Background: an optimization exercise with open tools, aiming at small area and a short achievable clock period. Do not read the settings as production practice.
Only simulation tests tie the RTL to the original design; equivalence was not proved.
No activity file was given, so power comes from the tool's default toggle rates.

`config.mk`:
```
export PLATFORM = sky130hd
export DESIGN_NAME = Parameterized_ALU
export DESIGN_NICKNAME = Parameterized_ALU
export VERILOG_FILES = /design/flow/design.v
export SDC_FILE = /design/flow/constraint.sdc
export NUM_CORES = 4
export LEC_CHECK = 0
export CAP_MARGIN = 20
export CORE_MARGIN = 2
export CORE_UTILIZATION = 40
export SLEW_MARGIN = 20
```
`constraint.sdc`:
```
create_clock -name core_clock -period 35.0 [get_ports {clk}]
set_input_delay 7.0000 -clock core_clock [delete_from_list [all_inputs] [get_ports {clk}]]
set_output_delay 7.0000 -clock core_clock [all_outputs]
set_load 0.01 [all_outputs]
```
`design.v`:
```
`timescale 1ns / 1ps
module Parameterized_ALU#(parameter N = 16)(
    input clk,  
    input [N-1:0] A, 
    input [N-1:0] B,  
    input [3:0] ALU_Func,  
    output reg [N-1:0] ALU_out, 
    output reg Carry,  
    output  Arith, 
    output  Shift, 
    output  CMP, 
    output  Logic  
    );
    localparam [N-1:0] one = 1, two = 2,three = 3;  
    always@(posedge clk)
        begin
            Carry <= 1'b0;
            case(ALU_Func)
                4'b0000: {Carry,ALU_out} <= A + B;
                4'b0001: {Carry,ALU_out} <= A - B;
                4'b0010: ALU_out <= A * B;
                4'b0011: ALU_out <= (B == 0) ? {N{1'b1}} : A / B;  
                4'b0100: ALU_out <= A & B;
                4'b0101: ALU_out <= A | B;
                4'b0110: ALU_out <= ~(A & B);
                4'b0111: ALU_out <= ~(A | B);
                4'b1000: ALU_out <= A ^ B;
                4'b1001: ALU_out <= ~(A ^ B);
                4'b1010: begin
                            if (A == B) ALU_out <= one;
                            else ALU_out <= 'b0;
                         end
                4'b1011:  begin
                            if (A > B) ALU_out <= two;
                            else ALU_out <= 'b0;
                          end
                 4'b1100: begin
                            if (A < B) ALU_out <= three;
                            else ALU_out <= 'b0;
                          end
                 4'b1101: ALU_out <= A >> 1'b1;
                 4'b1110: ALU_out <= A << 1'b1;                               
                default: ALU_out <= 'b0;
            endcase
        end
    assign Arith = ({ALU_Func[3],ALU_Func[2]} == 2'b00 ); 
    assign Logic = ({ALU_Func[3],ALU_Func[2]} == 2'b01) || (ALU_Func == 4'b1000) || (ALU_Func == 4'b1001);
    assign CMP = (ALU_Func == 4'b1010) || (ALU_Func == 4'b1011) || (ALU_Func == 4'b1100);
    assign Shift = (ALU_Func == 4'b1101) || (ALU_Func == 4'b1110);
endmodule
```
`run.sh`:
```
#!/bin/bash
# synth_recipe.tcl (not shown) runs the flow's synth.tcl, then flattens the netlist and writes it again
# the make line also repeats each setting of config.mk as NAME=value (left out here)
make -C /OpenROAD-flow-scripts/flow DESIGN_CONFIG=/design/flow/config.mk WORK_HOME=/design/flow/orfs CLKGATE_MAP_FILE= SYNTH_SCRIPT=/design/flow/synth_recipe.tcl finish
```
==> flow_summary.json <==
{
  "num_rows": 68,
  "synthAdderAreaFrac_pct": 33.1,
  "synth_edf_count": 0,
  "place_hpwl_mm": 43.4,
  "multi_input_area_sq_um": 12600,
  "overflow": 0,
  "cp.arrival_ns": 33.54,
  "setup_tns_ns": 0,
  "relSlewSlack_pct": 17.5,
  "synth_most_common_cell": "ha_1",
  "cts_buffer_depth": 2,
  "cts_tree": "yes",
  "cp-start-kind": "input pin",
  "die_y_microns": 190,
  "drt-pass1-iter-count": 7,
  "maxCapViolCount": 0,
  "core-area_sq_um": 34400,
  "ir_drop_uv": 79.6,
  "drc_errors": 0,
  "vias": 14900,
  "cp-end-kind": "flip-flop",
  "diodes": 0,
  "power_leakage_uw": 0.00702,
  "gp_congestion": 1.02,
  "seqPwrFrac_pct": 4.1,
  "die-area_sq_um": 36200,
  "synthMuxAreaShare_pct": 3.19,
  "crit_path_max_fanout": 18,
  "required_ns": 35.13,
  "wl_per_cell_microns": 23.8,
  "p_int_uw": 275,
  "grt_pass1_vias": 14600,
  "area_delta_synth_final_pct": 11.4,
  "synth_cell_types": 84,
  "ys_ff_latch": 17,
  "cts_max_level": 1,
  "yosys-top-cells-area": "ha_1 21%, fa_1 12%, nor2_1 5.4%",
  "synth_area_leader_cell": "ha_1",
  "synth_warnings": 1,
  "status": "no timing/DRC/antenna violations",
  "grt_pass1_wl_mm": 87.1,
  "viasPerCell": 6.17,
  "comb_power_share_pct": 91.8,
  "crit_type": "input pin to flip-flop",
  "register_area_sq_um": 340,
  "grt_use_met3_pct": 5.32,
  "clock.fmax_mhz": 29.9,
  "cpMaxStageDelayCell": "or4_1",
  "netSwitchingFraction_pct": 56.3,
  "period_needed_ns": 33.41,
  "finalCritPeriodShare_pct": 95.5,
  "netSwitchingPower_uw": 354,
  "synth_compound_area_share_pct": 26.1,
  "syn_nets": 2277,
  "setup.worst_path.end": "ALU_out[0]",
  "cp_common_cell": "ha_1",
  "syn_area_sq_um": 13900,
  "cp_slowest_stage_delay_ns": 0.57,
  "tightest_slew_ns": 1.23,
  "hold_viol": 0,
  "synth.avg_cell_area_sq_um": 7.22,
  "hp-class": "input pin to flip-flop",
  "grt-busiest-layer": "met2",
  "synth_top_area_share_pct": 21.3,
  "synth-main-ff-cell": "dfxtp_1",
  "yosys.area_share.simple_pct": 20.1,
  "met2_usage_pct": 50.7,
  "ctsRootBufferMaster": "clkbuf_16",
  "path_clk_slew_ns": 0.07,
  "power_density_nw_per_um2": 40.7,
  "grt_max_degree": 55,
  "async_reset_ff_share_pct": 0,
  "synthTopCellsByCount": "236 x ha_1, 198 x nor2_1, 192 x nand2_1",
  "seq_area_frac_synth_pct": 2.45,
  "synth_top_family_by_area": "adder cells",
  "cts.sinks": 17,
  "die_w_microns": 190,
  "setup_viol": 0,
  "grt_use_met1_pct": 39.8,
  "grt_usage_pct": 31.5,
  "num_io_pins": 58,
  "antenna_left": 0,
  "io_buffers": 57,
  "synthCells": 1922,
  "instances_no_fill": 2420,
  "drt-initial-drc-count": 1647,
  "antenna_found_initial": 1,
  "clkPwrFrac_pct": 4.1,
  "fillCellCount": 3580,
  "synthXorXnorAreaFrac_pct": 7.39,
  "cp-startpoint": "B[11]",
  "fin_nets": 2321,
  "post-place-cells": 2409,
  "ctsHoldBuffers": 0,
  "numCtsBuffers": 3,
  "start_util_pct": 40.4,
  "routed_wl_mm": 57.5,
  "report.final.slew_viol_count": 0,
  "drive_above_1_share_pct": 7.99
}
final cells by class:
class / count / area share, %
Multi-Input combinational cell: 1626 / 81.8
Timing Repair Buffer: 129 / 7.20
Inverter: 189 / 4.61
Tap cell: 455 / 3.68
Sequential cell: 17 / 2.20
Clock buffer: 3 / 0.486
Clock inverter: 1 / 0.0324
sequential cells by signal, summed over array words and instances (netlist names):
signal / count
ALU_out: 16
Carry: 1
layer usage:
metal / up-vias / share of wire, %
li1: 6947 / -
met1: 7047 / 41
met2: 718 / 44
met3: 206 / 8.6
met4: 2 / 6.7
met5: - / 0.028
cell families after synthesis:
family	Yosys count
xor+xnor	117
compound gates	547
fa+ha+maj	318
flops	17
mux	40
buf+inv	279
simple gates	604
through the flow:
step | power, uW | setup slack [ns] | util (%) | hold WS [ns] | cell area [sq um]
after floorplan | 419 | 1.64 | - | 7.14 | 13900
after global placement | 581 | 0.346 | 44.1 | 7.74 | 15200
after detailed placement | 586 | -0.387 | 44.2 | 7.74 | 15200
after CTS | 616 | 0.00383 | 44.4 | 7.53 | 15300
after global routing | 681 | -0.0548 | 45.0 | 7.57 | 15500
final | 629 | 1.59 | 45.0 | 7.57 | 15500
critical path: cells and delay by family:
kind,cells,cell delay (ns)
AO/OA/AOI/OAI,57,11.42
AND/OR/NAND/NOR,28,6.17
adder cells (fa/ha/maj),15,4.68
buffers and inverters,12,2.23
multiplexers,5,1.94
what timing repair did:
action                     4_1_cts  5_1_grt
gates resized for setup          1       33
pin swaps                        0        4
setup endpoints to repair        1        2
setup buffers                    0        7
worst min path at each step:
stage / from / to / slack (ns) / cells after the start
2_1_floorplan: A[14] / ALU_out[13] / 7.14 / 2
3_3_place_gp: Carry / Carry / 7.74 / 1
3_5_place_dp: ALU_out[7] / ALU_out[7] / 7.74 / 1
4_1_cts: ALU_Func[0] / ALU_out[0] / 7.53 / 5
5_1_grt: ALU_Func[0] / ALU_out[0] / 7.57 / 5
6_report: ALU_Func[0] / ALU_out[0] / 7.57 / 5
cell usage in the layout, fill, tap and decap left out, types with 23 or more instances in the layout:
cell and count:
a21o_1 38, a21oi_1 138, a31oi_1 25, buf_4 71
clkdlybuf4s50_1 55, fa_1 82, ha_1 236, inv_1 182
mux2_2 29, nand2_1 192, nand3_1 33, nor2_1 195
nor3_1 48, o211ai_1 23, o21a_1 24, o21ai_0 93
xnor2_1 84, xor2_1 33
power by group through the flow:
stage	clock network, uW	registers, uW	logic, uW
final	25.6	26.1	577
after global routing	26.9	26.5	628
after CTS	25.8	26.1	564
after detailed placement	0	26.5	559
after global placement	0	26.5	555
after floorplan	0	28.9	390

## re-timing with driven ports
How much do the figures lean on ideal ports? The routed layout below was timed once more, with nothing changed but the port constraints. Step 1 (the two cells are an assumption about what drives the block):
set clk [get_ports {clk}]
set_driving_cell -lib_cell sky130_fd_sc_hd__clkbuf_16 $clk
set_driving_cell -lib_cell sky130_fd_sc_hd__buf_2 [delete_from_list [all_inputs] $clk]
Step 2 moves the port delays by t, midway between the first and last clock arrival at a register: inputs arrive t later, outputs are due t later. That takes back most of the time a late clock gives input paths. Slacks: no drivers / after step 1 / after step 2; pairs: no drivers / after step 1.
t, ns: 0.296
setup WS [ns]: 1.589 / 1.596 / 1.300
worst hold slack (ns): 7.574 / 7.556 / 7.752
worst setup path after step 2: input to register
worst slew at a driven data input, ns: 0.08
After both steps setup and hold are still met in this run. For this run, drivers alone change the setup slack by +0.007 ns; drivers and shift together by -0.289 ns.
